This is an optimization exercise on Yosys and OpenROAD, whose aim is small area, not a production implementation. RTL that was checked went through simulation tests only; none was proved equivalent to the original. The RTL of runs 1 and 7 was laid out without a check of its function. No driver is modelled on the clock port, so clocking that relies on it looks cheaper here than on a real chip. Power and IR drop assume default switching activity.

==> design/flow/config.mk <==
export PLATFORM = sky130hd
export DESIGN_NAME = atm_code
export DESIGN_NICKNAME = atm_code
export VERILOG_FILES = /design/flow/design.v
export SDC_FILE = /design/flow/constraint.sdc
export NUM_CORES = 4
export LEC_CHECK = 0
export CAP_MARGIN = 20
export CORE_MARGIN = 2
export CORE_UTILIZATION = 40
export SLEW_MARGIN = 20
==> design/flow/constraint.sdc <==
create_clock -name core_clock -period 5.0 [get_ports {clk}]
set_input_delay 1.0000 -clock core_clock [delete_from_list [all_inputs] [get_ports {clk}]]
set_output_delay 1.0000 -clock core_clock [all_outputs]
set_load 0.01 [all_outputs]
==> design/flow/design.v <==
module atm_code(input clk, input rst, input BTN3, BTN2, BTN1, input [3:0] SW,
                output reg [7:0] LED, output reg [6:0] digit4, digit3, digit2, digit1);
  localparam [3:0] IDLE = 4'd1;
  localparam [3:0] PE3 = 4'd2;
  localparam [3:0] PE2 = 4'd3;
  localparam [3:0] PE1 = 4'd6;
  localparam [3:0] LOCK = 4'd7;
  localparam [3:0] MENU = 4'd0;
  localparam [3:0] MONEY = 4'd11;
  localparam [3:0] WARN = 4'd9;
  localparam [3:0] PC3 = 4'd10;
  localparam [3:0] PC2 = 4'd15;
  localparam [3:0] PC1 = 4'd14;
  localparam [3:0] NEW = 4'd5;
  localparam [3:0] RSTC = 4'd4;
  localparam [3:0] LOCKB = 4'd8;
  reg [3:0] disp;       
  reg [1:0] stl;        
  reg [1:0] sth;        
  wire [3:0] st = {sth, stl};
  always @(*) begin
    case ({disp, stl})
      {IDLE, 2'd1}: sth = 2'd0;   
      {IDLE, 2'd2}: sth = 2'd0;   
      {PE3, 2'd2}: sth = 2'd0;   
      {PE3, 2'd3}: sth = 2'd0;   
      {PE3, 2'd0}: sth = 2'd0;   
      {PE3, 2'd1}: sth = 2'd0;   
      {PE2, 2'd3}: sth = 2'd0;   
      {PE2, 2'd2}: sth = 2'd1;   
      {PE2, 2'd0}: sth = 2'd0;   
      {PE2, 2'd1}: sth = 2'd0;   
      {PE1, 2'd2}: sth = 2'd1;   
      {PE1, 2'd3}: sth = 2'd1;   
      {PE1, 2'd0}: sth = 2'd0;   
      {PE1, 2'd1}: sth = 2'd0;   
      {LOCK, 2'd3}: sth = 2'd1;   
      {LOCK, 2'd1}: sth = 2'd0;   
      {MENU, 2'd0}: sth = 2'd0;   
      {MENU, 2'd1}: sth = 2'd0;   
      {MENU, 2'd3}: sth = 2'd2;   
      {MENU, 2'd2}: sth = 2'd2;   
      {MONEY, 2'd3}: sth = 2'd2;   
      {MONEY, 2'd0}: sth = 2'd0;   
      {MONEY, 2'd1}: sth = 2'd2;   
      {WARN, 2'd1}: sth = 2'd2;   
      {WARN, 2'd3}: sth = 2'd2;   
      {PC3, 2'd2}: sth = 2'd2;   
      {PC3, 2'd3}: sth = 2'd3;   
      {PC3, 2'd1}: sth = 2'd1;   
      {PC3, 2'd0}: sth = 2'd0;   
      {PC2, 2'd3}: sth = 2'd3;   
      {PC2, 2'd2}: sth = 2'd3;   
      {PC2, 2'd1}: sth = 2'd1;   
      {PC2, 2'd0}: sth = 2'd0;   
      {PC1, 2'd2}: sth = 2'd3;   
      {PC1, 2'd3}: sth = 2'd1;   
      {PC1, 2'd1}: sth = 2'd1;   
      {PC1, 2'd0}: sth = 2'd0;   
      {NEW, 2'd1}: sth = 2'd1;   
      {NEW, 2'd0}: sth = 2'd0;   
      {RSTC, 2'd1}: sth = 2'd0;   
      default: sth = 2'bxx;
    endcase
  end
  reg [3:0] pin;
  reg [15:0] bal_d;   
  reg [6:0] x;
  wire isMd = (disp == MONEY);   
  wire [4:0] pend = isMd ? x[4:0] : 5'd0;
  reg [3:0] st_n;
  reg [4:0] pend_n;
  wire s = pend[4];
  wire [4:0] c;
  assign c[0] = s;
  genvar i;
  generate for (i = 0; i < 4; i = i + 1) begin : rca
    assign c[i+1] = (bal_d[i] & pend[i]) | (c[i] & (bal_d[i] ^ pend[i]));
  end endgenerate
  wire [15:0] bal;
  assign bal[3:0] = bal_d[3:0] ^ pend[3:0] ^ c[3:0];
  wire [16:4] k;
  assign k[4] = c[4] ^ s;
  generate for (i = 4; i < 16; i = i + 1) begin : incdec
    assign k[i+1] = k[i] & (bal_d[i] ^ s);
  end endgenerate
  assign bal[15:4] = bal_d[15:4] ^ k[15:4];
  wire inc = c[4] & ~s, dec = s & ~c[4];
  wire hi_nz = ~((bal_d[15:4] == 12'd0 & ~inc & ~dec) | (bal_d[15:4] == 12'hfff & inc) | (bal_d[15:4] == 12'd1 & dec));
  wire [4:0] g1, g0;
  assign g1[0] = 1'b1; assign g0[0] = 1'b0;
  generate for (i = 0; i < 4; i = i + 1) begin : cmp
    assign g1[i+1] = (bal[i] & ~SW[i]) | (g1[i] & (bal[i] | ~SW[i]));
    assign g0[i+1] = (bal[i] & ~SW[i]) | (g0[i] & (bal[i] | ~SW[i]));
  end endgenerate
  wire gt = hi_nz | g0[4];
  wire ge = hi_nz | g1[4];
  wire ok = (pin == SW);
  wire t100 = (x == 7'd22);
  wire t50 = ~isMd & (x == 7'd43);
  wire inLOCK = (st == LOCK) | (st == LOCKB);   
  wire run = inLOCK ? !t100 : (st == WARN) ? (!t50 & !isMd) : 1'b0;
  wire [6:0] x_step = {x[5:0], ~(x[6] ^ x[5])};
  always @(*) begin
    pend_n = 5'd0;
    if (st == MONEY) begin
      if (BTN3) pend_n = {1'b0, SW};
      else if (BTN2 && ge) pend_n = {1'b1, ~SW};
    end
  end
  always @(*) begin
    st_n = st;
    case (st)
      IDLE: if (BTN3) st_n = PE3;
      PE3: if (BTN3) st_n = ok ? MENU : PE2; else if (BTN1) st_n = IDLE;
      PE2: if (BTN1) st_n = IDLE; else if (BTN3) st_n = ok ? MENU : PE1;
      PE1: if (BTN1) st_n = IDLE; else if (BTN3) st_n = ok ? MENU : LOCK;
      LOCK, LOCKB: if (t100) st_n = IDLE;
      MENU: if (BTN1) st_n = IDLE; else if (BTN3) st_n = MONEY; else if (BTN2) st_n = PC3;
      MONEY: if (BTN1) st_n = MENU; else if (BTN2 && !gt) st_n = WARN;
      WARN: if (t50) st_n = MONEY;
      PC3: if (BTN1) st_n = MENU; else if (BTN3) st_n = ok ? NEW : PC2;
      PC2: if (BTN1) st_n = MENU; else if (BTN3) st_n = ok ? NEW : PC1;
      PC1: if (BTN1) st_n = MENU; else if (BTN3) st_n = ok ? NEW : LOCK;
      NEW: if (BTN3) st_n = MENU;
      default: st_n = 4'bxxxx;
    endcase
  end
  always @(posedge clk or posedge rst) begin
    if (rst) begin
      stl <= IDLE[1:0]; disp <= RSTC; pin <= 4'd0; bal_d <= 16'd0;
    end else begin
      stl <= st_n[1:0]; disp <= st; bal_d <= bal;
      if (st == NEW && BTN3) pin <= SW;
    end
  end
  always @(posedge clk) x <= {2'b00, pend_n} | (run ? x_step : 7'd0);
  function [6:0] hex7(input [3:0] v);
    case (v)
      4'd0: hex7 = 7'b0000001;
      4'd1: hex7 = 7'b1001111;
      4'd2: hex7 = 7'b0010010;
      4'd3: hex7 = 7'b0000110;
      4'd4: hex7 = 7'b1001100;
      4'd5: hex7 = 7'b0100100;
      4'd6: hex7 = 7'b0100000;
      4'd7: hex7 = 7'b0001101;
      4'd8: hex7 = 7'b0000000;
      4'd9: hex7 = 7'b0000100;
      4'd10: hex7 = 7'b0001000;
      4'd11: hex7 = 7'b1100000;
      4'd12: hex7 = 7'b0110001;
      4'd13: hex7 = 7'b1000010;
      4'd14: hex7 = 7'b0110000;
      4'd15: hex7 = 7'b0111000;
    endcase
  endfunction
  always @(*) begin
    case (disp)
      IDLE: begin LED = 8'b00000001; digit4 = 7'b0110001; digit3 = 7'b0001000; digit2 = 7'b1111010; digit1 = 7'b1000010; end
      PE3: begin LED = 8'b10000000; digit4 = 7'b0011000; digit3 = 7'b0110000; digit2 = 7'b1111110; digit1 = 7'b0000110; end
      PE2: begin LED = 8'b11000000; digit4 = 7'b0011000; digit3 = 7'b0110000; digit2 = 7'b1111110; digit1 = 7'b0010010; end
      PE1: begin LED = 8'b11100000; digit4 = 7'b0011000; digit3 = 7'b0110000; digit2 = 7'b1111110; digit1 = 7'b1001111; end
      LOCK: begin LED = 8'b11111111; digit4 = 7'b0111000; digit3 = 7'b0001000; digit2 = 7'b1111001; digit1 = 7'b1110001; end
      MENU: begin LED = 8'b00010000; digit4 = 7'b0000001; digit3 = 7'b0011000; digit2 = 7'b0110000; digit1 = 7'b1101010; end
      MONEY: begin LED = 8'b00001000; digit4 = hex7(bal_d[15:12]); digit3 = hex7(bal_d[11:8]); digit2 = hex7(bal_d[7:4]); digit1 = hex7(bal_d[3:0]); end
      WARN: begin LED = 8'b11111111; digit4 = 7'b1111110; digit3 = 7'b1101010; digit2 = 7'b0001000; digit1 = 7'b1111110; end
      PC3: begin LED = 8'b00000100; digit4 = 7'b0011000; digit3 = 7'b0110001; digit2 = 7'b1111110; digit1 = 7'b0000110; end
      PC2: begin LED = 8'b00000110; digit4 = 7'b0011000; digit3 = 7'b0110001; digit2 = 7'b1111110; digit1 = 7'b0010010; end
      PC1: begin LED = 8'b00000111; digit4 = 7'b0011000; digit3 = 7'b0110001; digit2 = 7'b1111110; digit1 = 7'b1001111; end
      NEW: begin LED = 8'b00000010; digit4 = 7'b0011000; digit3 = 7'b0001000; digit2 = 7'b0100100; digit1 = 7'b0100100; end
      RSTC: begin LED = 8'b10101010; digit4 = 7'bx; digit3 = 7'bx; digit2 = 7'bx; digit1 = 7'bx; end
      LOCKB: begin LED = 8'b11111111; digit4 = 7'b0111000; digit3 = 7'b0001000; digit2 = 7'b1111001; digit1 = 7'b1110001; end
      default: begin LED = 8'bx; digit4 = 7'bx; digit3 = 7'bx; digit2 = 7'bx; digit1 = 7'bx; end
    endcase
  end
endmodule
==> design/flow/flow/run.sh <==
#!/bin/bash
# Own layout flow: the standard synthesis, then the combinational logic between the
# standard synthesis's registers is re-mapped by ABC for area (registers, their names and
# cell types are kept as they are). ABC runs with several seeds and two mappers, in two
# rounds (the second starts from the first round's pick); of the netlists whose pre-layout
# worst slack is at least 1.2 ns, the smallest is kept (if none, the one with the best slack). Then the standard layout from floorplan on, with the port buffers
# made of the smallest buffer cell and a clock tree of few, small
# buffers (a clock buffer whose sinks see a slow clock slew after CTS is upsized).
set -euo pipefail
W=$(pwd)
R=$W/orfs/results/$FLOW_PLATFORM/atm_code/base
bash standard.sh synth > std_synth.log 2>&1
cp $R/1_2_yosys.v $W/synth_std.v
# candidates, round 1: ABC seeds 1-6 on the standard synthesis netlist, each mapped with amap
# and with &nf; round 2: seeds 7-12 on the best netlist of round 1. Four at a time.
run_cand() {  # run_cand NAME INPUT.v
  ABC_SCRIPT=$W/area_$1.abc SYNTH_IN=$2 RESYN_OUT=resyn_$1.v yosys -c flow/resyn.tcl > resyn_$1.log 2>&1
  NL=resyn_$1.v openroad -no_init -exit flow/sta.tcl > sta_$1.log 2>&1
}
run_all() {  # run_all INPUT.v NAMES...
  local in=$1 n=0; shift
  for C in "$@"; do
    run_cand $C $in &
    n=$((n + 1))
    if (( n % ${NUM_CORES:-4} == 0 )); then wait; fi
  done
  wait
}
pick() {  # pick NAMES... : the smallest netlist with pre-layout slack >= 1.2 ns, else the best slack
  for C in "$@"; do
    echo "$C $(grep 'Chip area' resyn_$C.log | tail -1 | awk '{print $NF}') $(grep WNS_NS sta_$C.log | awk '{print $2}')"
  done >> candidates.txt
  local b
  b=$(for C in "$@"; do grep "^$C " candidates.txt; done | awk 'NF == 3 && $3 >= 1.2' | sort -k2 -g | head -1 | awk '{print $1}')
  if [[ -z "$b" ]]; then b=$(for C in "$@"; do grep "^$C " candidates.txt; done | awk 'NF == 3' | sort -k3 -gr | head -1 | awk '{print $1}'); fi
  echo $b
}
: > candidates.txt
r1=""
for S in 1 2 3 4 5 6; do
  printf 'strash\n&get -n\n&deepsyn -J 50 -T 120 -S %s\n&put\ndch -f\namap\ntopo\n' $S > area_a$S.abc
  printf 'strash\n&get -n\n&deepsyn -J 50 -T 120 -S %s\n&dch -f\n&nf -R 1000\n&put\ntopo\n' $S > area_n$S.abc
  r1="$r1 a$S n$S"
done
run_all synth_std.v $r1
b1=$(pick $r1)
r2=""
for S in 7 8 9 10 11 12; do
  printf 'strash\n&get -n\n&deepsyn -J 50 -T 120 -S %s\n&put\ndch -f\namap\ntopo\n' $S > area_b$S.abc
  r2="$r2 b$S"
done
run_all resyn_$b1.v $r2
best=$(pick $b1 $r2)
echo "round 1 kept $b1; kept $best" > resyn_choice.txt
cp resyn_$best.v resyn.v
openroad -no_init -exit flow/mkodb.tcl > mkodb.log 2>&1
bash standard.sh $(cat flow/make_args.txt) POST_CTS_TCL=$W/flow/fix_clk.tcl BUFFER_PORTS_ARGS="-buffer_cell sky130_fd_sc_hd__buf_1" \
  CTS_ARGS="$(cat flow/cts_args.txt)" finish > std_finish.log 2>&1
==> design/flow/flow/cts_args.txt <==
-buf_list sky130_fd_sc_hd__clkbuf_4 -sink_clustering_enable -dont_use_dummy_load
==> design/flow/flow/fix_clk.tcl <==
estimate_parasitics -placement
set lim 0.105
set changed 0
foreach inst [get_cells -filter "ref_name =~ sky130_fd_sc_hd__clkbuf_*"] {
  set out [get_pins -of_objects $inst -filter "direction == output"]
  set net [get_nets -of_objects $out]
  set worst 0
  foreach p [get_pins -of_objects $net -filter "direction == input"] {
    set s [get_property $p slew_max]
    if {$s > $worst} { set worst $s }
  }
  set ref [get_property $inst ref_name]
  puts "clock buffer [get_name $inst] $ref worst sink slew [format %.1f [expr {$worst * 1e3}]] ps"
  if {$worst > $lim && $ref eq "sky130_fd_sc_hd__clkbuf_4"} {
    replace_cell $inst sky130_fd_sc_hd__clkbuf_8
    incr changed
  }
}
puts "resized $changed clock buffers"
if {$changed > 0} {
  detailed_placement
  estimate_parasitics -placement
}
foreach inst [get_cells -filter "ref_name =~ sky130_fd_sc_hd__clkbuf_*"] {
  set out [get_pins -of_objects $inst -filter "direction == output"]
  set net [get_nets -of_objects $out]
  set worst 0
  foreach p [get_pins -of_objects $net -filter "direction == input"] {
    set s [get_property $p slew_max]
    if {$s > $worst} { set worst $s }
  }
  puts "after: [get_name $inst] [get_property $inst ref_name] [format %.1f [expr {$worst * 1e3}]] ps"
}
==> design/flow/flow/make_args.txt <==
GPL_TIMING_DRIVEN=1
==> design/flow/flow/mkodb.tcl <==
# 1_synth.odb from the re-mapped netlist, as ORFS's synth_odb.tcl makes it from 1_2_yosys.v
set p $::env(FLOW_HOME)/platforms/sky130hd
set R orfs/results/$::env(FLOW_PLATFORM)/atm_code/base
read_lef $p/lef/sky130_fd_sc_hd.tlef
read_lef $p/lef/sky130_fd_sc_hd_merged.lef
read_liberty $p/lib/sky130_fd_sc_hd__tt_025C_1v80.lib
read_verilog resyn.v
link_design $::env(FLOW_TOP)
read_sdc $R/1_2_yosys.sdc
write_db $R/1_synth.odb
write_sdc -no_timestamp $R/1_synth.sdc
==> design/flow/flow/resyn.tcl <==
# Re-map the combinational logic of the standard synthesis netlist; registers stay.
set lib $::env(FLOW_HOME)/platforms/sky130hd/lib/sky130_fd_sc_hd__tt_025C_1v80.lib
set du {-dont_use *probe* -dont_use *lpflow* -dont_use *clkbuf* -dont_use *clkinv* -dont_use *dlygate* -dont_use *clkdly*}
yosys read_liberty -ignore_miss_func -ignore_miss_dir $lib
yosys read_verilog $::env(SYNTH_IN)
yosys hierarchy -top $::env(FLOW_TOP)
yosys blackbox sky130_fd_sc_hd__df* sky130_fd_sc_hd__edf* sky130_fd_sc_hd__sdf* sky130_fd_sc_hd__dl*
yosys flatten
yosys rename -hide w:*.*
yosys opt -full
yosys read_liberty -lib -overwrite -ignore_miss_func -ignore_miss_dir $lib
yosys abc -liberty $lib {*}$du -script $::env(ABC_SCRIPT)
yosys setundef -zero
yosys splitnets
yosys rename -hide w:*.*
yosys opt_clean -purge
yosys hilomap -singleton -hicell sky130_fd_sc_hd__conb_1 HI -locell sky130_fd_sc_hd__conb_1 LO
yosys insbuf -buf sky130_fd_sc_hd__buf_4 A X
yosys check -assert -mapped
yosys stat -liberty $lib
yosys write_verilog -noattr -nohex -nodec $::env(RESYN_OUT)
==> design/flow/flow/sta.tcl <==
# Pre-layout timing of a candidate netlist (no wires): prints its worst setup slack in ns.
set p $::env(FLOW_HOME)/platforms/sky130hd
read_lef $p/lef/sky130_fd_sc_hd.tlef
read_lef $p/lef/sky130_fd_sc_hd_merged.lef
read_liberty $p/lib/sky130_fd_sc_hd__tt_025C_1v80.lib
read_verilog $::env(NL)
link_design $::env(FLOW_TOP)
read_sdc $::env(FLOW_SDC)
puts "WNS_NS [expr {[sta::worst_slack_cmd max] * 1e9}]"
==> design/flow/standard.sh <==
#!/bin/bash
# synth_recipe.tcl (not shown) runs the flow's synth.tcl, then flattens the netlist and writes it again
# the make line also repeats each setting of config.mk as NAME=value (left out here)
make -C /OpenROAD-flow-scripts/flow DESIGN_CONFIG=/design/flow/config.mk WORK_HOME=/design/flow/orfs CLKGATE_MAP_FILE= SYNTH_SCRIPT=/design/flow/synth_recipe.tcl "${@:-finish}"
==> metrics.md, run 1 <==
| Metric | Value |
|---|---|
| Status | finished clean |
| Max-cap violations | 0 |
| Critical path's most frequent cell | inv_1 |
| PwrDens | 699 nW/um^2 |
| CP max stage cell | dfrtp_1 |
| Critical-path cell list | inv_1 -> nor2_1 -> nand2_1 -> inv_1 -> o21ai_0 -> nor3_1 -> inv_1 -> nor3_1 -> nand2_1 -> o22ai_1 -> inv_1 -> nor2_1 -> a41oi_1 -> a2111oi_0 -> buf_4 -> o21a_1 -> nor4_1 -> a222oi_1 -> inv_1 |
| Setup crit end | x[3] |
| Nets | 456 |
| Final Slew Violations | 0 |
| Mapped Cells | 392 |
| Total gr overflow | 0 |
| Mean post-synth cell area | 6.56 um^2 |
| Final hold slack | 0.440 ns |
| Antenna violations before repair | 0 |
| Die area | 7090 um^2 |
| Crit path from | disp[1] |
| Skew final | 0.0187 ns |
| RSZ-0062 raised after global routing | false |
| Clk slew on worst S/H paths | 0.09 ns |
| Crit Path Max Fanout | 9 |
| Fraction of layout cells with a size suffix above 1 | 0.0247 |
| Worst-skew pair later-pin latency | 0.34 ns |
| CP max stage delay | 0.52 ns |
| Cell leakage power | 1.19 nW |
| Slew @ Worst Pin | 0.916 ns |
| Critical path endpoint category | register |
| Vias/cell | 5.97 |
| RR Endpoint | x[3] |
| Setup Crit Path Kind | register to register |
| # DRC | 0 |
| Total Routed Length | 8910 um |
| Mapped Nets | 401 |
| Critical R2R Launch | disp[1] |
| Antenna cells | 0 |
| Final setup viols | 0 |
| Setup crit start kind | register |
| Hold WC Path Type | register to register |
| DIE WIDTH | 84.2 um |
| Largest net degree at the start of global routing | 27 |
| Layout Cells excl Fill | 522 |
| Initial Utilization | 0.410 |
| Antenna-violating nets left | 0 |
| First-pass GRT wire length | 14300 um |
| Mapped Area | 2570 um^2 |
| CP bufs+invs | 6 |
| Ports | 45 |
| Crit. path cell count | 19 |
| Starting DRT DRC Count | 238 |
| Syn-to-layout area delta | 13.0% |
| Fill cells | 664 |
| Dpl hpwl | 7020 um |
| WL/cell | 17.1 um |
| Placer's final routability congestion estimate | 0.943 |
| Rows | 29 |
| Placed cells | 517 |
| Maximum VDD drop | 0.000326 V |
| CTS tree | done |
| Reg-to-reg slack, setup | 0.75 ns |
| Core area | 6280 um^2 |
| YS warnings | 1 |
| Achievable Freq | 235 MHz |
| Max_slew headroom | 0.374 |
| Clk sinks | 33 |
| Crit path DAT | 4.46 ns |
| First-pass iteration count of the detailed router | 5 |
| Vias | 3114 |
| Hold Violations, Final | 0 |
| IO buf count | 44 |
| Family with the most delay on the worst path | simple AND/OR/NAND/NOR gates |
| Global-route usage over all layers | 0.253 |
| R2R cell count | 19 |
| Final TNS setup | 0 ns |
| Final period utilization | 0.850 |
| Worst Path Required | 5.21 ns |
| Die Span Y | 84.2 um |
| Vias in the first global route | 2876 |
| Final Critical Period | 4.25 ns |
[layer usage]
metal / GRT usage / up-vias / wire length [um]
li1: - / 1511 / -
met1: 0.317 / 1420 / 3600
met2: 0.427 / 155 / 4320
met3: 0.0393 / 28 / 629
met4: 0.119 / 0 / 356
met5: 0 / - / 0
[through the flow]
step / power (mW) / instance area [um^2] / setup slack, ns / utilization
after floorplan: 1.38 / 2570 / 1.39 / -
after global placement: 1.88 / 2860 / 1.05 / 0.456
after detailed placement: 1.86 / 2860 / 0.828 / 0.456
after global routing: 2.20 / 2910 / 0.108 / 0.463
final: 2.03 / 2910 / 0.752 / 0.463
[how the worst min path moves through the flow]
stage | startpoint | end | slack, ns | cells past startpoint
after floorplan | stl[0] | disp[0] | 0.41 | 0
after global placement | stl[0] | disp[0] | 0.43 | 0
after detailed placement | stl[0] | disp[0] | 0.43 | 0
after global routing | stl[0] | disp[0] | 0.45 | 0
final | stl[0] | disp[0] | 0.44 | 0
[flip-flops by register name, indices dropped and copies added, names as in the netlist]
| name | cells |
|---|---|
| x | 7 |
| disp | 4 |
| stl | 2 |
| pin | 4 |
| bal_d | 16 |
[worst register-to-register path, cell delays in order (launching register included)]
cell,delay [ns]
dfrtp_1,0.52
inv_1,0.21
nor2_1,0.23
nand2_1,0.24
inv_1,0.29
o21ai_0,0.18
nor3_1,0.30
inv_1,0.11
nor3_1,0.22
nand2_1,0.13
o22ai_1,0.21
inv_1,0.10
nor2_1,0.18
a41oi_1,0.07
a2111oi_0,0.41
buf_4,0.20
o21a_1,0.11
nor4_1,0.08
a222oi_1,0.27
inv_1,0.07
[report_power, final]
part	leakage, nW	total, mW	internal [mW]	switching, mW
logic	0.777	1.40	0.453	0.942
clock network	0.0256	0.149	0.0556	0.0932
registers	0.387	0.489	0.363	0.126
[cell type report]
cell class / instances / area [um^2] / area share
repair buffers: 48 / 195 / 0.0671
multi-input cells: 293 / 1530 / 0.527
inverters: 66 / 248 / 0.0852
clock buffers: 5 / 43.8 / 0.0151
well taps: 77 / 96.3 / 0.0331
flip-flops and latches: 33 / 793 / 0.273
[cells in the final DEF (no fill, tap or decap), drive strengths merged, types with 8 or more instances in the layout]
| cell | instances |
|---|---|
| nor2 | 81 |
| inv | 66 |
| buf | 48 |
| nand2 | 43 |
| o21ai | 34 |
| dfrtp | 24 |
| a21oi | 22 |
| nor3 | 20 |
| o22ai | 12 |
| a31oi | 9 |
| nor4 | 8 |
==> run 2, diff against run 1 <==
--- a/design/flow/design.v
+++ b/design/flow/design.v
@@ -4,10 +4,10 @@
   localparam [3:0] PE3 = 4'd2;
   localparam [3:0] PE2 = 4'd3;
-  localparam [3:0] PE1 = 4'd6;
+  localparam [3:0] PE1 = 4'd10;
   localparam [3:0] LOCK = 4'd7;
   localparam [3:0] MENU = 4'd0;
   localparam [3:0] MONEY = 4'd11;
   localparam [3:0] WARN = 4'd9;
-  localparam [3:0] PC3 = 4'd10;
+  localparam [3:0] PC3 = 4'd6;
   localparam [3:0] PC2 = 4'd15;
   localparam [3:0] PC1 = 4'd14;
@@ -28,8 +28,8 @@
       {PE3, 2'd1}: sth = 2'd0;   
       {PE2, 2'd3}: sth = 2'd0;   
-      {PE2, 2'd2}: sth = 2'd1;   
+      {PE2, 2'd2}: sth = 2'd2;   
       {PE2, 2'd0}: sth = 2'd0;   
       {PE2, 2'd1}: sth = 2'd0;   
-      {PE1, 2'd2}: sth = 2'd1;   
+      {PE1, 2'd2}: sth = 2'd2;   
       {PE1, 2'd3}: sth = 2'd1;   
       {PE1, 2'd0}: sth = 2'd0;   
@@ -40,5 +40,5 @@
       {MENU, 2'd1}: sth = 2'd0;   
       {MENU, 2'd3}: sth = 2'd2;   
-      {MENU, 2'd2}: sth = 2'd2;   
+      {MENU, 2'd2}: sth = 2'd1;   
       {MONEY, 2'd3}: sth = 2'd2;   
       {MONEY, 2'd0}: sth = 2'd0;   
@@ -46,5 +46,5 @@
       {WARN, 2'd1}: sth = 2'd2;   
       {WARN, 2'd3}: sth = 2'd2;   
-      {PC3, 2'd2}: sth = 2'd2;   
+      {PC3, 2'd2}: sth = 2'd1;   
       {PC3, 2'd3}: sth = 2'd3;   
       {PC3, 2'd1}: sth = 2'd1;   
==> metrics.md, run 2 <==
| Metric | Value |
|---|---|
| Status | finished clean |
| Vias/cell | 5.86 (-1.8%) |
| Total Routed Length | 8670 um (-2.7%) |
| Ports | 45 (unchanged) |
| First-pass iteration count of the detailed router | 5 (unchanged) |
| Worst Path Required | 5.25 ns (+0.04 ns) |
| Vias in the first global route | 2757 (-4.1%) |
| First-pass GRT wire length | 14200 um (-0.48%) |
| Final hold slack | 0.446 ns (+0.00600 ns) |
| Max-cap violations | 0 (unchanged) |
| Worst Setup Slack, final | 0.552 ns (-0.200 ns) |
| Fraction of layout cells with a size suffix above 1 | 0.0243 (-0.000437) |
| Maximum VDD drop | 0.000334 V (+2.3%) |
| Total gr overflow | 0 (unchanged) |
| Reg-to-reg slack, setup | 0.55 ns (-0.20 ns) |
| RSZ-0062 raised after global routing | false |
| Cell leakage power | 1.25 nW (+5.2%) |
| Crit path DAT | 4.70 ns (+0.24 ns) |
| Top flop regs | bal_d: 16 flops, x: 7 flops |
| Mean post-synth cell area | 6.38 um^2 (-2.8%) |
| Crit path from | disp[1] |
| Vias | 3106 (-0.26%) |
| Slew @ Worst Pin | 0.803 ns (-0.113 ns) |
| Final period utilization | 0.890 (+0.0400) |
| Global-route usage over all layers | 0.251 (-0.00210) |
| Core area | 6280 um^2 (unchanged) |
| CTS tree | done |
| Placer's final routability congestion estimate | 0.949 (+0.68%) |
| Critical R2R Launch | disp[1] |
| Most frequent cells in the layout | nor2_1, inv_1, o21ai_0, buf_1, nand2_1 |
| Starting DRT DRC Count | 295 (+24%) |
| Setup Crit Path Kind | register to register |
| Most common cell after layout, fill and taps aside | nor2_1 |
| Area after DPL | 2860 um^2 (about the same) |
| Placed cells | 525 (+1.5%) |
| # DRC | 0 (unchanged) |
| Critical path endpoint category | register |
| Hold Violations, Final | 0 (unchanged) |
| Setup crit start kind | register |
| Clk slew on worst S/H paths | 0.07 ns (-0.02 ns) |
| Mapped Area | 2560 um^2 (-0.29%) |
| Syn-to-layout area delta | 13.9% |
| Die Span Y | 84.1 um (-0.14%) |
| Mapped Cells | 402 (+2.6%) |
| Antenna-violating nets left | 0 (unchanged) |
| Hold WC Path Type | register to register |
| Largest Register | bal_d |
| YS warnings | 1 (unchanged) |
| Dpl hpwl | 6850 um (-2.4%) |
| Max_slew headroom | 0.460 (+0.0869) |
| Mapped Nets | 411 (+2.5%) |
| Skew final | 0.0233 ns (+0.00451 ns) |
| Antenna violations before repair | 0 (unchanged) |
| Crit Path Max Fanout | 11 (+2) |
| Post-layout util | 0.465 (+0.00199) |
| Final Critical Period | 4.45 ns (+0.200 ns) |
| DIE WIDTH | 84.1 um (-0.14%) |
| Nets | 464 (+1.8%) |
| Clk sinks | 33 (unchanged) |
| Final setup viols | 0 (unchanged) |
| Worst-skew pair later-pin latency | 0.34 ns (about the same) |
| Largest net degree at the start of global routing | 17 (-37%) |
| Max FFs per register | 16 (unchanged) |
| Die area | 7070 um^2 (-0.28%) |
| Total power | 1.74 mW (-15%) |
| Hold_sp | stl[0] |
| Initial Utilization | 0.409 (-0.00120) |
| Final Slew Violations | 0 (unchanged) |
| Final TNS setup | 0 ns (unchanged) |
| IO buf count | 44 (unchanged) |
| Rows | 29 (unchanged) |
| PwrDens | 595 nW/um^2 (-15%) |
| Layout Cells excl Fill | 530 (+1.5%) |
| WL/cell | 16.4 um (-4.2%) |
| Dpl ws | 0.469 ns (-0.359 ns) |
| Antenna cells | 0 (unchanged) |
| Post-route cell area | 2920 um^2 (+0.43%) |
| Achievable Freq | 225 MHz (-4.5%) |
run 2: final cells by class:
cell class	count	area [um^2]
Sequential cell	33	793
Tap cell	77	96.3
Fill cell	670	3360
Multi-Input combinational cell	307	1540
Clock buffer	5	56.3
Timing Repair Buffer	46	200
Inverter	62	233
run 2: report_power, final:
group          total [mW]  leakage (nW)  switching (mW)  internal (mW)
combinational        1.15         0.831           0.783          0.362
clock               0.168        0.0308          0.0955         0.0724
sequential          0.424         0.391          0.0861          0.338
run 2: final timing paths:
check / end / cells past startpoint
max: stl[0] / 22
min: disp[0] / 0
max reg2reg: stl[0] / 22
min reg2reg: disp[0] / 0
max in group asynchronous: stl[0] / 3
min in group asynchronous: bal_d[9] / 2
run 2: worst max-delay path: stages, from the launching register on:
cell and delay (ns):
dfrtp_1 0.49, inv_1 0.24, nor2_1 0.22, inv_1 0.12, nor2_1 0.14, nand2_1 0.25, inv_2 0.24, o221ai_1 0.17
inv_1 0.10, o221ai_1 0.17, inv_1 0.14, o21ai_0 0.14, inv_1 0.12, o221ai_1 0.17, or3_1 0.40, nor2_2 0.19
inv_1 0.07, nor2_1 0.19, o211ai_1 0.19, o21ai_1 0.20, a31oi_1 0.16, nor4_1 0.20, a21oi_1 0.07
run 2: routing by layer:
metal	routed length (um)	global-route usage	vias up
met2	3820	0.382	151
met3	656	0.0297	14
li1	-	-	1515
met4	136	0.0587	0
met1	4050	0.379	1426
met5	0	0	-
==> run 3, diff against run 2 <==
==> design/flow/flow/mkodb.tcl (replaced) <==
# 1_synth.odb from the re-mapped netlist, as ORFS's synth_odb.tcl makes it from 1_2_yosys.v.
# A combinational cell of the smallest drive strength that drives many pins (the inverted
# reset, typically) is given a stronger cell of the same function (inv_2, which is no
# larger than inv_1, or the x4 cell), and a flip-flop whose output drives many pins gets
# its x2 cell (the same type, a larger drive strength), so that the later repair does not
# have to buffer their nets.
set p $::env(FLOW_HOME)/platforms/sky130hd
set R orfs/results/$::env(FLOW_PLATFORM)/atm_code/base
read_lef $p/lef/sky130_fd_sc_hd.tlef
read_lef $p/lef/sky130_fd_sc_hd_merged.lef
read_liberty $p/lib/sky130_fd_sc_hd__tt_025C_1v80.lib
read_verilog resyn.v
link_design $::env(FLOW_TOP)
read_sdc $R/1_2_yosys.sdc
foreach net [get_nets *] {
  set loads [get_pins -quiet -of_objects $net -filter "direction == input"]
  if {[llength $loads] < 12} { continue }
  foreach drv [get_pins -quiet -of_objects $net -filter "direction == output"] {
    set inst [get_cells -of_objects $drv]
    set ref [get_property $inst ref_name]
    if {[regexp {^(sky130_fd_sc_hd__(dfrtp|dfxtp))_1$} $ref -> base]} {
      set new ${base}_2
    } elseif {[regexp {^sky130_fd_sc_hd__inv_[01]$} $ref]} {
      set new sky130_fd_sc_hd__inv_2
    } elseif {[regexp {^(sky130_fd_sc_hd__(buf|nand2|nor2|and2|or2))_[012]$} $ref -> base]} {
      set new ${base}_4
    } else {
      continue
    }
    if {[llength [get_lib_cells -quiet */$new]] == 0} { continue }
    puts "upsizing [get_name $inst] $ref -> $new (drives [llength $loads] pins of [get_name $net])"
    replace_cell $inst $new
  }
}
write_db $R/1_synth.odb
write_sdc -no_timestamp $R/1_synth.sdc
==> metrics.md, run 3 <==
| Metric | Value |
|---|---|
| Status | finished clean |
| Worst hold endpoint | disp[0] |
| Total gr overflow | 0 (unchanged) |
| Antenna cells | 0 (unchanged) |
| Vias in the first global route | 2780 (+0.83%) |
| Fill cells | 678 (+1.2%) |
| Setup crit start kind | register |
| Cell leakage power | 1.23 nW (-1.7%) |
| R2R cell count | 22 (unchanged) |
| Initial Utilization | 0.409 (about the same) |
| Clk sinks | 33 (unchanged) |
| PwrDens | 599 nW/um^2 (+0.65%) |
| Die Span Y | 84.1 um (about the same) |
| Maximum VDD drop | 0.000358 V (+7.2%) |
| Largest Register | bal_d |
| Hold Violations, Final | 0 (unchanged) |
| Final setup viols | 0 (unchanged) |
| Placer's final routability congestion estimate | 0.975 (+2.7%) |
| Die area | 7070 um^2 (about the same) |
| CTS tree | done |
| Nets | 463 (-0.22%) |
| Worst Path Required | 5.27 ns (+0.02 ns) |
| RR Endpoint | stl[0] |
| Critical path endpoint category | register |
| First-pass GRT wire length | 14000 um (-1.7%) |
| Vias | 3139 (+1.1%) |
| Hold_sp | stl[0] |
| Core area | 6280 um^2 (unchanged) |
| Critical R2R Launch | disp[1] |
| Reg-to-reg slack, setup | 0.56 ns (about the same) |
| Max-cap violations | 0 (unchanged) |
| Crit path DAT | 4.70 ns (about the same) |
| Achievable Freq | 225 MHz (+0.24%) |
| Setup Crit Path Kind | register to register |
| Crit Path Max Fanout | 8 (-3) |
| Final period utilization | 0.888 (-0.00211) |
| Total Routed Length | 8750 um (+0.96%) |
| Mean post-synth cell area | 6.38 um^2 (about the same) |
| # DRC | 0 (unchanged) |
| Antenna-violating nets left | 0 (unchanged) |
| Most frequent cells in the layout | nor2_1, inv_1, o21ai_0, buf_1, nand2_1 |
| Final Slew Violations | 0 (unchanged) |
| Antenna violations before repair | 0 (unchanged) |
| Syn-to-layout area delta | 12.9% |
| Total power | 1.74 mW (-0.12%) |
| Global-route usage over all layers | 0.248 (-0.00290) |
| DIE WIDTH | 84.1 um (about the same) |
| Multi-input logic area | 1550 um^2 (+0.41%) |
| Starting DRT DRC Count | 292 (-1.0%) |
| RSZ-0062 raised after global routing | false |
| Skew final | 0.0268 ns (+0.00354 ns) |
| Vias/cell | 5.93 (+1.3%) |
| Most common cell after layout, fill and taps aside | nor2_1 |
| Slew @ Worst Pin | 0.840 ns (+0.0369 ns) |
| Ports | 45 (unchanged) |
| Mapped Cells | 402 (unchanged) |
| Clk slew on worst S/H paths | 0.09 ns (+0.02 ns) |
| Mapped Area | 2570 um^2 (about the same) |
| Max FFs per register | 16 (unchanged) |
| IO buf count | 44 (unchanged) |
| Hold WC Path Type | register to register |
| Hold path depth | 0 (unchanged) |
| Dpl hpwl | 6780 um (-1.1%) |
| First-pass iteration count of the detailed router | 6 (+1) |
| Fraction of layout cells with a size suffix above 1 | 0.0310 (+0.00669) |
| Rows | 29 (unchanged) |
| Top flop regs | bal_d: 16 flops, x: 7 flops |
| Mapped Nets | 411 (unchanged) |
| Final TNS setup | 0 ns (unchanged) |
| Largest net degree at the start of global routing | 27 (+10) |
| Max_slew headroom | 0.436 (-0.0248) |
| YS warnings | 1 (unchanged) |
| WL/cell | 16.5 um (+1.1%) |
| Final Critical Period | 4.44 ns (-0.0105 ns) |
| Worst-skew pair later-pin latency | 0.34 ns (about the same) |
| Reg area | 795 um^2 (+0.16%) |
run 3: worst max path at each step:
stage,depth (start not counted),start,slack [ns],endpoint
final,22,disp[1],0.56,stl[0]
after detailed placement,22,disp[1],0.46,stl[0]
after floorplan,25,bal_d[0],1.30,stl[0]
after global routing,25,bal_d[0],0.05,stl[0]
after global placement,25,x[4],0.77,stl[0]
run 3: cell type report:
cell class	count	share of cell area
Clock buffer	5	0.0173
Sequential cell	33	0.274
Inverter	62	0.0816
Timing Repair Buffer	45	0.0596
Tap cell	77	0.0332
Multi-Input combinational cell	307	0.534
run 3: report_power, final:
part	internal (mW)	total, mW	switching (mW)	leakage [nW]
clock network	0.0640	0.157	0.0934	0.0282
logic	0.363	1.14	0.777	0.813
registers	0.338	0.437	0.0989	0.389
total	0.766	1.74	0.970	1.23
run 3: stage by stage:
| stage | setup WS, ns | hold WS, ns | cell area [um^2] | util | std cells |
|---|---|---|---|---|---|
| after floorplan | 1.30 | 0.414 | 2570 | - | 402 |
| after global placement | 0.768 | 0.439 | 2830 | 0.450 | 523 |
| after detailed placement | 0.464 | 0.433 | 2830 | 0.450 | 523 |
| after global routing | 0.0459 | 0.458 | 2900 | 0.462 | 529 |
| final | 0.562 | 0.447 | 2900 | 0.462 | 529 |
run 3: per-layer routing:
layer / track usage / wire (um) / vias to the layer above
met3: 0.0435 / 664 / 29
met2: 0.353 / 3730 / 174
met1: 0.369 / 4110 / 1420
li1: - / - / 1516
met5: 0 / 0 / -
met4: 0.0982 / 251 / 0
run 3: worst max-delay path: stages, from the launching register on:
cell and delay [ns]:
dfrtp_1 0.53, clkinvlp_4 0.17, nor2_1 0.18, inv_1 0.13, nor2_1 0.15, nand2_1 0.24, inv_2 0.24, o221ai_1 0.16
inv_1 0.09, o221ai_1 0.18, inv_1 0.14, o21ai_0 0.15, inv_1 0.12, o221ai_1 0.16, or3_1 0.40, nor2_2 0.19
inv_1 0.07, nor2_1 0.21, o211ai_1 0.20, o21ai_0 0.21, a31oi_1 0.16, nor4_1 0.21, a21oi_1 0.07
==> run 4, diff against run 3 <==
--- a/design/flow/flow/fix_clk.tcl
+++ b/design/flow/flow/fix_clk.tcl
@@ -1,4 +1,4 @@
 estimate_parasitics -placement
-set lim 0.105
+set lim 0.112
 set changed 0
 foreach inst [get_cells -filter "ref_name =~ sky130_fd_sc_hd__clkbuf_*"] {
==> design/flow/flow/mkodb.tcl (replaced) <==
# 1_synth.odb from the re-mapped netlist, as ORFS's synth_odb.tcl makes it from 1_2_yosys.v.
# A combinational cell of the smallest drive strength that drives many pins (the inverted
# reset, typically) is given the x4 cell of the same function, so that the later repair
# does not have to buffer its net.
set p $::env(FLOW_HOME)/platforms/sky130hd
set R orfs/results/$::env(FLOW_PLATFORM)/atm_code/base
read_lef $p/lef/sky130_fd_sc_hd.tlef
read_lef $p/lef/sky130_fd_sc_hd_merged.lef
read_liberty $p/lib/sky130_fd_sc_hd__tt_025C_1v80.lib
read_verilog resyn.v
link_design $::env(FLOW_TOP)
read_sdc $R/1_2_yosys.sdc
foreach net [get_nets *] {
  set loads [get_pins -quiet -of_objects $net -filter "direction == input"]
  if {[llength $loads] < 16} { continue }
  foreach drv [get_pins -quiet -of_objects $net -filter "direction == output"] {
    set inst [get_cells -of_objects $drv]
    set ref [get_property $inst ref_name]
    if {![regexp {^(sky130_fd_sc_hd__(inv|buf|nand2|nor2|and2|or2))_[012]$} $ref -> base]} { continue }
    if {[llength [get_lib_cells -quiet */${base}_4]] == 0} { continue }
    puts "upsizing [get_name $inst] $ref -> ${base}_4 (drives [llength $loads] pins of [get_name $net])"
    replace_cell $inst ${base}_4
  }
}
write_db $R/1_synth.odb
write_sdc -no_timestamp $R/1_synth.sdc
==> metrics.md, run 4 <==
| Metric | Value |
|---|---|
| Status | finished clean |
| RSZ-0062 raised after global routing | false |
| Mapped Cells | 402 (unchanged) |
| Critical R2R Launch | bal_d[0] |
| Most common cell after layout, fill and taps aside | nor2_1 |
| Reg-to-reg slack, setup | 0.59 ns (+0.03 ns) |
| Dpl hpwl | 6830 um (+0.74%) |
| Vias/cell | 5.74 (-3.2%) |
| Final hold slack | 0.454 ns (+0.00641 ns) |
| Nets | 463 (unchanged) |
| YS warnings | 1 (unchanged) |
| WL/cell | 16.3 um (-1.2%) |
| Skew final | 0.0117 ns (-0.0151 ns) |
| Post-route cell area | 2880 um^2 (-0.52%) |
| Total power | 1.71 mW (-1.4%) |
| Crit Path Max Fanout | 7 (-1) |
| Critical path's most frequent cell | inv_1 |
| Vias | 3039 (-3.2%) |
| Fraction of layout cells with a size suffix above 1 | 0.0243 (-0.00664) |
| CP max stage delay | 0.45 ns (-0.08 ns) |
| Placed cells | 524 (+0.19%) |
| CP max stage cell | dfrtp_1 |
| Top flop regs | bal_d: 16 flops, x: 7 flops |
| IO buf count | 44 (unchanged) |
| Fill cells | 687 (+1.3%) |
| Largest Register | bal_d |
| Final Critical Period | 4.41 ns (-0.0282 ns) |
| Setup crit end | stl[0] |
| Mapped Area | 2570 um^2 (about the same) |
| Global-route usage over all layers | 0.245 (-0.00339) |
| Maximum VDD drop | 0.000319 V (-11%) |
| Hold Violations, Final | 0 (unchanged) |
| Max_slew headroom | 0.441 (+0.00534) |
| Antenna cells | 0 (unchanged) |
| Setup Crit Path Kind | register to register |
| Initial Utilization | 0.409 (about the same) |
| Cell leakage power | 1.23 nW (+0.21%) |
| DIE WIDTH | 84.1 um (about the same) |
| Achievable Freq | 227 MHz (+0.64%) |
| Mapped Nets | 411 (unchanged) |
| Final TNS setup | 0 ns (unchanged) |
| Placer's final routability congestion estimate | 0.942 (-3.4%) |
| Rows | 29 (unchanged) |
| CTS tree | done |
| Max FFs per register | 16 (unchanged) |
| Layout Cells excl Fill | 529 (unchanged) |
| Hold WC Path Type | register to register |
| R2R cell count | 25 (+14%) |
| Total Routed Length | 8640 um (-1.2%) |
| Slew @ Worst Pin | 0.832 ns (-0.00795 ns) |
| Total gr overflow | 0 (unchanged) |
| Mean post-synth cell area | 6.39 um^2 (about the same) |
| Final period utilization | 0.882 (-0.00564) |
| Vias in the first global route | 2710 (-2.5%) |
| Area after DPL | 2840 um^2 (+0.31%) |
| Crit path from | bal_d[0] |
| Final Slew Violations | 0 (unchanged) |
| Most frequent cells in the layout | nor2_1, inv_1, o21ai_0, buf_1, nand2_1 |
| Setup crit start kind | register |
| Max-cap violations | 0 (unchanged) |
| First-pass GRT wire length | 14000 um (unchanged) |
| Clk sinks | 33 (unchanged) |
| First-pass iteration count of the detailed router | 5 (-1) |
| Core area | 6280 um^2 (unchanged) |
| PwrDens | 594 nW/um^2 (-0.87%) |
| Starting DRT DRC Count | 265 (-9.2%) |
| Antenna violations before repair | 0 (unchanged) |
| Crit path DAT | 4.67 ns (-0.03 ns) |
| RR Endpoint | stl[0] |
| Critical path endpoint category | register |
| # DRC | 0 (unchanged) |
| Final setup viols | 0 (unchanged) |
| Syn-to-layout area delta | 12.3% |
| Worst Path Required | 5.26 ns (about the same) |
| Largest net degree at the start of global routing | 27 (unchanged) |
| Die area | 7080 um^2 (about the same) |
| Worst-skew pair later-pin latency | 0.34 ns (about the same) |
| Antenna-violating nets left | 0 (unchanged) |
| Clk slew on worst S/H paths | 0.09 ns (about the same) |
| Ports | 45 (unchanged) |
| Die Span Y | 84.1 um (about the same) |
run 4: metal layers:
layer	share of wire	vias up	wire, um	track usage
met4	0.020	0	169	0.0674
met5	0	-	0	0
li1	-	1512	-	-
met3	0.067	16	583	0.0435
met1	0.48	1377	4140	0.369
met2	0.43	134	3750	0.357
run 4: worst min-delay path by stage:
stage / cells past startpoint / from / slack (ns) / to
final: 0 / stl[0] / 0.45 / disp[0]
after global routing: 0 / stl[0] / 0.46 / disp[0]
after floorplan: 0 / stl[0] / 0.41 / disp[0]
after detailed placement: 0 / stl[0] / 0.44 / disp[0]
after global placement: 0 / stl[0] / 0.44 / disp[0]
run 4: report_power, final:
part | leakage (nW) | internal, mW | switching [mW]
clock network | 0.0256 | 0.0556 | 0.0953
logic | 0.817 | 0.360 | 0.777
registers | 0.391 | 0.338 | 0.0852
run 4: stage by stage:
step / setup WS (ns) / util
6_report: 0.591 / 0.459
5_1_grt: 0.0193 / 0.459
3_5_place_dp: 0.487 / 0.452
3_3_place_gp: 0.754 / 0.452
2_1_floorplan: 1.30 / -
run 4: layout make-up:
| class | count | area (um^2) | share of cell area |
|---|---|---|---|
| Clock buffer | 5 | 43.8 | 0.0152 |
| Timing Repair Buffer | 45 | 173 | 0.0599 |
| Sequential cell | 33 | 793 | 0.275 |
| Tap cell | 77 | 96.3 | 0.0334 |
| Inverter | 62 | 235 | 0.0816 |
| Multi-Input combinational cell | 307 | 1540 | 0.535 |
run 4: critical path, delay by kind of cell (launching register included):
kind,cells,cell delay [ns]
DFF,1,0.45
buffers and inverters,6,0.63
AOI/OAI and AO/OA,13,1.94
and+or+nand+nor,6,1.34
==> run 5, diff against run 4 <==
--- a/design/flow/flow/fix_clk.tcl
+++ b/design/flow/flow/fix_clk.tcl
@@ -1,4 +1,4 @@
 estimate_parasitics -placement
-set lim 0.112
+set lim 0.105
 set changed 0
 foreach inst [get_cells -filter "ref_name =~ sky130_fd_sc_hd__clkbuf_*"] {
==> metrics.md, run 5 <==
| Metric | Value |
|---|---|
| Reg-to-reg slack, setup | 0.59 ns (about the same) |
| Largest net degree at the start of global routing | 27 (unchanged) |
| Mean post-synth cell area | 6.39 um^2 (unchanged) |
| Cell leakage power | 1.23 nW (unchanged) |
| Dpl hpwl | 6830 um (unchanged) |
| Worst Path Required | 5.26 ns (about the same) |
| Ports | 45 (unchanged) |
| First-pass GRT wire length | 14000 um (unchanged) |
| DIE WIDTH | 84.1 um (unchanged) |
| Hold WC Path Type | register to register |
| Antenna cells | 0 (unchanged) |
| Slew @ Worst Pin | 0.832 ns (unchanged) |
| CP max stage cell | dfrtp_1 |
| Max_slew headroom | 0.441 (unchanged) |
| Clk slew on worst S/H paths | 0.09 ns (about the same) |
| Top flop regs | bal_d: 16 flops, x: 7 flops |
| Status | finished clean |
| PwrDens | 594 nW/um^2 (unchanged) |
| Largest Register | bal_d |
| Most common cell after layout, fill and taps aside | nor2_1 |
| Clk sinks | 33 (unchanged) |
| Setup Crit Path Kind | register to register |
| CP bufs+invs | 6 (unchanged) |
| CP max stage delay | 0.45 ns (about the same) |
| Fraction of layout cells with a size suffix above 1 | 0.0243 (unchanged) |
| IO buf count | 44 (unchanged) |
| Global-route usage over all layers | 0.245 (unchanged) |
| Nets | 463 (unchanged) |
| First-pass iteration count of the detailed router | 5 (unchanged) |
| Core area | 6280 um^2 (unchanged) |
| Maximum VDD drop | 0.000319 V (unchanged) |
| Mapped Area | 2570 um^2 (unchanged) |
| Placer's final routability congestion estimate | 0.942 (unchanged) |
| Vias | 3039 (unchanged) |
| Crit path DAT | 4.67 ns (about the same) |
| Final period utilization | 0.882 (unchanged) |
| Family with the most delay on the worst path | compound AO/OA/AOI/OAI gates |
| Max FFs per register | 16 (unchanged) |
| YS warnings | 1 (unchanged) |
| Met2 WL | 3750 um (unchanged) |
| Setup crit start kind | register |
| Final Critical Period | 4.41 ns (unchanged) |
| Final TNS setup | 0 ns (unchanged) |
| Max-cap violations | 0 (unchanged) |
| Vias/cell | 5.74 (unchanged) |
| Antenna violations before repair | 0 (unchanged) |
| Critical path endpoint category | register |
| Total Routed Length | 8640 um (unchanged) |
| Mapped Nets | 411 (unchanged) |
| Initial Utilization | 0.409 (unchanged) |
| Achievable Freq | 227 MHz (unchanged) |
| Syn-to-layout area delta | 12.3% (unchanged) |
| Critical path's most frequent cell | inv_1 |
| Die area | 7080 um^2 (unchanged) |
| Max layer used | met4 |
| Post-layout util | 0.459 (unchanged) |
| WL/cell | 16.3 um (unchanged) |
| RSZ-0062 raised after global routing | false |
| Final setup viols | 0 (unchanged) |
| Worst-skew pair later-pin latency | 0.34 ns (about the same) |
| Total gr overflow | 0 (unchanged) |
| Routed met3 length | 583 um (unchanged) |
| Hold Violations, Final | 0 (unchanged) |
| CTS tree | done |
| Die Span Y | 84.1 um (unchanged) |
| Antenna-violating nets left | 0 (unchanged) |
| Crit Path Max Fanout | 7 (unchanged) |
| Most frequent cells in the layout | nor2_1, inv_1, o21ai_0, buf_1, nand2_1 |
| # DRC | 0 (unchanged) |
| WL met1 | 4140 um (unchanged) |
| Vias in the first global route | 2710 (unchanged) |
| Mapped Cells | 402 (unchanged) |
| Skew final | 0.0117 ns (unchanged) |
| Rows | 29 (unchanged) |
| Final Slew Violations | 0 (unchanged) |
| Starting DRT DRC Count | 265 (unchanged) |
[run 5: through the flow]
step                power [mW]  cells  cell area, um^2  setup WS, ns  hold WS, ns
finish                    1.71    529             2880         0.591        0.454
global route              1.85    529             2880        0.0193        0.460
detailed placement        1.54    524             2840         0.487        0.436
global placement          1.55    524             2840         0.754        0.439
floorplan                 1.15    402             2570          1.30        0.414
[run 5: final timing paths]
check                      startpoint  depth (start not counted)   endpoint
min                            stl[0]                          0    disp[0]
min in group asynchronous         rst                          2  bal_d[13]
max in group asynchronous         rst                          2    disp[2]
min reg2reg                    stl[0]                          0    disp[0]
max reg2reg                  bal_d[0]                         25     stl[0]
max                          bal_d[0]                         25     stl[0]
[run 5: cell type report]
type                       count  area [um^2]
fill                         687         3390
clock buffer                   5         43.8
sequential                    33          793
tap                           77         96.3
multi-input combinational    307         1540
timing repair buffer          45          173
inverter                      62          235
[run 5: power by group]
group | leakage, nW | internal [mW] | switching [mW]
clock network | 0.0256 | 0.0556 | 0.0953
registers | 0.391 | 0.338 | 0.0852
logic | 0.817 | 0.360 | 0.777
total | 1.23 | 0.754 | 0.957
[run 5: routing by layer]
layer  vias up  track usage
met2       134        0.357
met3        16       0.0435
met4         0       0.0674
met5         -            0
li1       1512            -
met1      1377        0.369
==> run 6, diff against run 5 <==
==> design/flow/flow/make_args.txt (replaced) <==
GPL_TIMING_DRIVEN=0
==> metrics.md, run 6 <==
| Metric | Value |
|---|---|
| Top flop regs | bal_d: 16 flops, x: 7 flops |
| Crit path DAT | 4.62 ns (-0.05 ns) |
| Status | finished clean |
| Most common cell after layout, fill and taps aside | nor2_1 |
| Syn-to-layout area delta | 12.9% |
| DIE WIDTH | 84.1 um (unchanged) |
| Post-layout util | 0.462 (+0.00239) |
| Starting DRT DRC Count | 267 (+0.75%) |
| Worst-skew pair later-pin latency | 0.34 ns (about the same) |
| Critical-path cell list | inv_1 -> nor2_1 -> inv_1 -> nor2_1 -> nand2_1 -> inv_2 -> o221ai_1 -> inv_1 -> o221ai_1 -> inv_1 -> o21ai_0 -> inv_1 -> o221ai_1 -> or3_1 -> nor2_2 -> inv_1 -> nor2_2 -> o211ai_1 -> o2111ai_1 -> o21ai_0 |
| Largest Register | bal_d |
| Final Critical Period | 4.44 ns (+0.0341 ns) |
| Final TNS setup | 0 ns (unchanged) |
| Nets | 463 (unchanged) |
| Final Slew Violations | 0 (unchanged) |
| Ports | 45 (unchanged) |
| Vias | 3024 (-0.49%) |
| Mapped Cells | 402 (unchanged) |
| Cell leakage power | 1.24 nW (+0.30%) |
| Largest net degree at the start of global routing | 27 (unchanged) |
| Vias/cell | 5.72 (-0.49%) |
| Family with the most delay on the worst path | compound AO/OA/AOI/OAI gates |
| Mean post-synth cell area | 6.39 um^2 (unchanged) |
| Core area | 6280 um^2 (unchanged) |
| Post-route cell area | 2900 um^2 (+0.52%) |
| Final period utilization | 0.889 (+0.00681) |
| Crit Path Max Fanout | 11 (+4) |
| Worst Path Required | 5.18 ns (-0.08 ns) |
| Skew final | 0.0217 ns (+0.0100 ns) |
| Rows | 29 (unchanged) |
| PwrDens | 587 nW/um^2 (-1.1%) |
| Total Routed Length | 8350 um (-3.4%) |
| Achievable Freq | 225 MHz (-0.77%) |
| Dpl hpwl | 6440 um (-5.7%) |
| Total gr overflow | 0 (unchanged) |
| IO buf count | 44 (unchanged) |
| First-pass iteration count of the detailed router | 5 (unchanged) |
| Area after DPL | 2830 um^2 (-0.26%) |
| Most frequent cells in the layout | nor2_1, inv_1, o21ai_0, buf_1, nand2_1 |
| Final setup viols | 0 (unchanged) |
| Antenna-violating nets left | 0 (unchanged) |
| Initial Utilization | 0.409 (unchanged) |
| Setup Crit Path Kind | register to register |
| CP max stage cell | dfrtp_1 |
| Critical path endpoint category | register |
| Worst Setup Slack, final | 0.557 ns (-0.0341 ns) |
| Hold WC Path Type | register to register |
| Die Span Y | 84.1 um (unchanged) |
| Setup crit start kind | register |
| Total power | 1.70 mW (-0.56%) |
| Clk slew on worst S/H paths | 0.07 ns (-0.02 ns) |
| Placer's final routability congestion estimate | 1.00 (+6.4%) |
| CP max stage delay | 0.49 ns (+0.04 ns) |
| Max_slew headroom | 0.485 (+0.0445) |
| Max FFs per register | 16 (unchanged) |
| YS warnings | 1 (unchanged) |
| Fraction of layout cells with a size suffix above 1 | 0.0288 (+0.00442) |
| Clk sinks | 33 (unchanged) |
| Mapped Nets | 411 (unchanged) |
| # DRC | 0 (unchanged) |
| Antenna cells | 0 (unchanged) |
| Global-route usage over all layers | 0.231 (-0.0138) |
| CP bufs+invs | 7 (+1) |
| Slew @ Worst Pin | 0.766 ns (-0.0662 ns) |
| WL/cell | 15.8 um (-3.4%) |
| Antenna violations before repair | 0 (unchanged) |
| Vias in the first global route | 2681 (-1.1%) |
| Max-cap violations | 0 (unchanged) |
| Dpl ws | 0.356 ns (-0.131 ns) |
| Mapped Area | 2570 um^2 (unchanged) |
| First-pass GRT wire length | 13300 um (-5.1%) |
| Critical path's most frequent cell | inv_1 |
| Die area | 7080 um^2 (unchanged) |
| CTS tree | done |
| Maximum VDD drop | 0.000360 V (+13%) |
| Hold Violations, Final | 0 (unchanged) |
| RSZ-0062 raised after global routing | false |
==> run 6: layer usage <==
metal,vias up,global-route usage,wire (um)
li1,1508,-,-
met1,1360,0.334,3850
met2,145,0.361,3770
met3,11,0.0356,636
met4,0,0.0587,99
met5,-,0,0
==> run 6: final cells by class <==
| type | count | area [um^2] |
|---|---|---|
| timing repair buffer | 45 | 173 |
| multi-input combinational | 307 | 1550 |
| clock buffer | 5 | 50.0 |
| tap | 77 | 96.3 |
| sequential | 33 | 793 |
| fill | 686 | 3380 |
| inverter | 62 | 235 |
==> run 6: final timing paths <==
check,endpoint,depth (start not counted),from,slack (ns)
max in group asynchronous,stl[0],2,rst,4.04
worst min-delay path,disp[0],0,stl[0],0.45
worst min register to register,disp[0],0,stl[0],0.45
worst max-delay path,x[4],20,disp[1],0.56
min in group asynchronous,bal_d[12],2,rst,0.63
worst max register to register,x[4],20,disp[1],0.56
==> run 6: stage by stage <==
stage,cells,hold WS (ns)
after floorplan,402,0.414
after global placement,523,0.440
after detailed placement,523,0.438
after global routing,529,0.456
final,529,0.450
==> run 6: power breakdown <==
part	switching (mW)	total (mW)	internal, mW
logic	0.752	1.11	0.361
clock network	0.0922	0.156	0.0640
registers	0.0950	0.433	0.338
==> run 7, diff against run 6 <==
--- a/design/flow/design.v
+++ b/design/flow/design.v
@@ -4,10 +4,10 @@
   localparam [3:0] PE3 = 4'd2;
   localparam [3:0] PE2 = 4'd3;
-  localparam [3:0] PE1 = 4'd10;
+  localparam [3:0] PE1 = 4'd6;
   localparam [3:0] LOCK = 4'd7;
   localparam [3:0] MENU = 4'd0;
   localparam [3:0] MONEY = 4'd11;
   localparam [3:0] WARN = 4'd9;
-  localparam [3:0] PC3 = 4'd6;
+  localparam [3:0] PC3 = 4'd10;
   localparam [3:0] PC2 = 4'd15;
   localparam [3:0] PC1 = 4'd14;
@@ -28,8 +28,8 @@
       {PE3, 2'd1}: sth = 2'd0;   
       {PE2, 2'd3}: sth = 2'd0;   
-      {PE2, 2'd2}: sth = 2'd2;   
+      {PE2, 2'd2}: sth = 2'd1;   
       {PE2, 2'd0}: sth = 2'd0;   
       {PE2, 2'd1}: sth = 2'd0;   
-      {PE1, 2'd2}: sth = 2'd2;   
+      {PE1, 2'd2}: sth = 2'd1;   
       {PE1, 2'd3}: sth = 2'd1;   
       {PE1, 2'd0}: sth = 2'd0;   
@@ -40,5 +40,5 @@
       {MENU, 2'd1}: sth = 2'd0;   
       {MENU, 2'd3}: sth = 2'd2;   
-      {MENU, 2'd2}: sth = 2'd1;   
+      {MENU, 2'd2}: sth = 2'd2;   
       {MONEY, 2'd3}: sth = 2'd2;   
       {MONEY, 2'd0}: sth = 2'd0;   
@@ -46,5 +46,5 @@
       {WARN, 2'd1}: sth = 2'd2;   
       {WARN, 2'd3}: sth = 2'd2;   
-      {PC3, 2'd2}: sth = 2'd1;   
+      {PC3, 2'd2}: sth = 2'd2;   
       {PC3, 2'd3}: sth = 2'd3;   
       {PC3, 2'd1}: sth = 2'd1;   
==> design/flow/flow/make_args.txt (replaced) <==
GPL_TIMING_DRIVEN=1
==> metrics.md, run 7 <==
| Metric | Value |
|---|---|
| Final Critical Period | 4.42 ns (-0.0212 ns) |
| Setup Crit Path Kind | register to register |
| Crit path DAT | 4.63 ns (about the same) |
| Maximum VDD drop | 0.000339 V (-5.8%) |
| Syn-to-layout area delta | 13.3% |
| Worst Path Required | 5.20 ns (+0.02 ns) |
| WL/cell | 17.3 um (+9.6%) |
| Vias | 3090 (+2.2%) |
| Hold WC Path Type | register to register |
| Mapped Cells | 392 (-2.5%) |
| Placer's final routability congestion estimate | 0.959 (-4.3%) |
| Most common cell after layout, fill and taps aside | nor2_1 |
| CP max stage cell | dfrtp_1 |
| Fill cells | 671 (-2.2%) |
| Reg area | 793 um^2 (unchanged) |
| Largest Register | bal_d |
| Dpl ws | 0.790 ns (+0.434 ns) |
| Total Routed Length | 9030 um (+8.1%) |
| Final hold slack | 0.437 ns (-0.0133 ns) |
| Antenna violations before repair | 0 (unchanged) |
| Setup crit start kind | register |
| Hold_sp | stl[0] |
| Total power | 2.05 mW (+20%) |
| First-pass GRT wire length | 14400 um (+8.4%) |
| CP bufs+invs | 6 (-1) |
| Layer with the highest usage | met2 |
| Met3 usage | 0.0354 (-0.000210) |
| CTS tree | done |
| Mapped Nets | 401 (-2.4%) |
| Clk slew on worst S/H paths | 0.10 ns (+0.03 ns) |
| Area after DPL | 2870 um^2 (+1.3%) |
| Status | finished clean |
| First-pass iteration count of the detailed router | 7 (+2) |
| Total gr overflow | 0 (unchanged) |
| Final period utilization | 0.884 (-0.00423) |
| Global-route usage over all layers | 0.253 (+0.0225) |
| Antenna cells | 0 (unchanged) |
| Final setup viols | 0 (unchanged) |
| IO buf count | 44 (unchanged) |
| Max FFs per register | 16 (unchanged) |
| Final TNS setup | 0 ns (unchanged) |
| Die area | 7100 um^2 (+0.29%) |
| Multi-input logic area | 1530 um^2 (-1.2%) |
| Reg-to-reg slack, setup | 0.58 ns (+0.02 ns) |
| Cell leakage power | 1.19 nW (-3.7%) |
| Critical R2R Launch | disp[1] |
| Skew final | 0.0265 ns (+0.00477 ns) |
| Layout Cells excl Fill | 522 (-1.3%) |
| Mean post-synth cell area | 6.57 um^2 (+2.9%) |
| Vias in the first global route | 2905 (+8.4%) |
| Critical path endpoint category | register |
| Max-cap violations | 0 (unchanged) |
| Slew @ Worst Pin | 1.00 ns (+0.235 ns) |
| Final Slew Violations | 0 (unchanged) |
| Max_slew headroom | 0.315 (-0.170) |
| Achievable Freq | 226 MHz (+0.48%) |
| DIE WIDTH | 84.2 um (+0.14%) |
| Fraction of layout cells with a size suffix above 1 | 0.0270 (-0.00179) |
| # DRC | 0 (unchanged) |
| Die Span Y | 84.2 um (+0.14%) |
| Hold Violations, Final | 0 (unchanged) |
| Ports | 45 (unchanged) |
| Worst-skew pair later-pin latency | 0.34 ns (about the same) |
| Largest net degree at the start of global routing | 27 (unchanged) |
| Rows | 29 (unchanged) |
| Dpl hpwl | 7100 um (+10%) |
| Starting DRT DRC Count | 381 (+43%) |
| YS warnings | 1 (unchanged) |
| M2 GR Usage | 0.441 (+0.0801) |
| Antenna-violating nets left | 0 (unchanged) |
| Mapped Area | 2570 um^2 (+0.29%) |
| Most frequent cells in the layout | nor2_1, inv_1, buf_1, nand2_1, o21ai_0 |
| Vias/cell | 5.92 (+3.6%) |
| Crit path from | disp[1] |
| RSZ-0062 raised after global routing | false |
| PwrDens | 702 nW/um^2 (+20%) |
| Placed cells | 517 (-1.1%) |
| Nets | 456 (-1.5%) |
| CP max stage delay | 0.56 ns (+0.07 ns) |
| Post-route cell area | 2920 um^2 (+0.65%) |
| Post-layout util | 0.465 (+0.00299) |
| Critical path's most frequent cell | inv_1 |
| Crit Path Max Fanout | 9 (-2) |
| Family with the most delay on the worst path | simple AND/OR/NAND/NOR gates |
| Clk sinks | 33 (unchanged) |
| Top flop regs | bal_d: 16 flops, x: 7 flops |
| Initial Utilization | 0.410 (+0.00120) |
| Met1 Resource Use GR | 0.318 (-0.0166) |
| Worst Setup Slack, final | 0.578 ns (+0.0212 ns) |
| Core area | 6280 um^2 (unchanged) |
| Critical-path cell list | inv_1 -> nor2_1 -> nand2_1 -> inv_1 -> o21ai_0 -> nor3_1 -> inv_1 -> nor3_1 -> nand2_1 -> o22ai_1 -> inv_1 -> nor2_1 -> a41oi_1 -> a2111oi_0 -> buf_4 -> o21a_1 -> nor4_1 -> a222oi_1 -> inv_1 |
-- run 7: path summary, 6_finish.rpt --
check | endpoint | cells past startpoint
max | x[3] | 19
min | disp[0] | 0
max reg2reg | x[3] | 19
min reg2reg | disp[0] | 0
max in group asynchronous | disp[2] | 2
min in group asynchronous | stl[1] | 2
-- run 7: routing by layer --
metal / wire length, um / share of wire
met5: 0 / 0
met4: 252 / 0.028
met3: 382 / 0.042
met2: 4480 / 0.50
met1: 3910 / 0.43
-- run 7: where the power goes --
part           switching [mW]  internal (mW)
Sequential              0.132          0.363
Combinational           0.938          0.457
Clock                  0.0916         0.0640
Total                    1.16          0.885
-- run 7: final cells by class --
class	instances	area share
Timing Repair Buffer	48	0.0669
Tap cell	77	0.0330
Sequential cell	33	0.272
Clock buffer	5	0.0172
Multi-Input combinational cell	293	0.525
Inverter	66	0.0858

## afterwards: timing with drivers on the ports
The results above use ideal ports. As a check the final layouts listed here were re-extracted and re-timed, cells and wires unchanged.
Step 1 (the two cells are an assumption about what drives the block):
set clk [get_ports {clk}]
set_driving_cell -lib_cell sky130_fd_sc_hd__clkbuf_16 $clk
set_driving_cell -lib_cell sky130_fd_sc_hd__buf_2 [delete_from_list [all_inputs] $clk]
Step 2 moves the port delays by t, midway between the first and last clock arrival at a register: inputs arrive t later, outputs are due t later. That takes back most of the time a late clock gives input paths.
a / b / c = ideal ports / drivers / drivers and shift; a / b = the first two.
run | t, ns | slack for setup (ns) | hold WS [ns] | latest minus earliest clock arrival (ns) | slew at the worst register clock pin (ns)
run 1 | 0.361 | 0.752 / 0.752 / 0.752 | 0.440 / 0.440 / 0.440 | 0.019 / 0.018 | 0.10 / 0.10
run 2 | 0.357 | 0.552 / 0.552 / 0.552 | 0.446 / 0.446 / 0.446 | 0.023 / 0.023 | 0.09 / 0.09
run 3 | 0.353 | 0.562 / 0.562 / 0.562 | 0.447 / 0.447 / 0.447 | 0.027 / 0.027 | 0.09 / 0.09
run 4 | 0.360 | 0.591 / 0.591 / 0.591 | 0.454 / 0.454 / 0.454 | 0.012 / 0.012 | 0.09 / 0.09
run 5 | 0.360 | 0.591 / 0.591 / 0.591 | 0.454 / 0.454 / 0.454 | 0.012 / 0.012 | 0.09 / 0.09
run 6 | 0.355 | 0.557 / 0.557 / 0.557 | 0.450 / 0.450 / 0.450 | 0.021 / 0.022 | 0.09 / 0.09
run 7 | 0.356 | 0.578 / 0.578 / 0.578 | 0.437 / 0.437 / 0.437 | 0.027 / 0.026 | 0.10 / 0.10
After both steps every run listed still meets setup and hold.
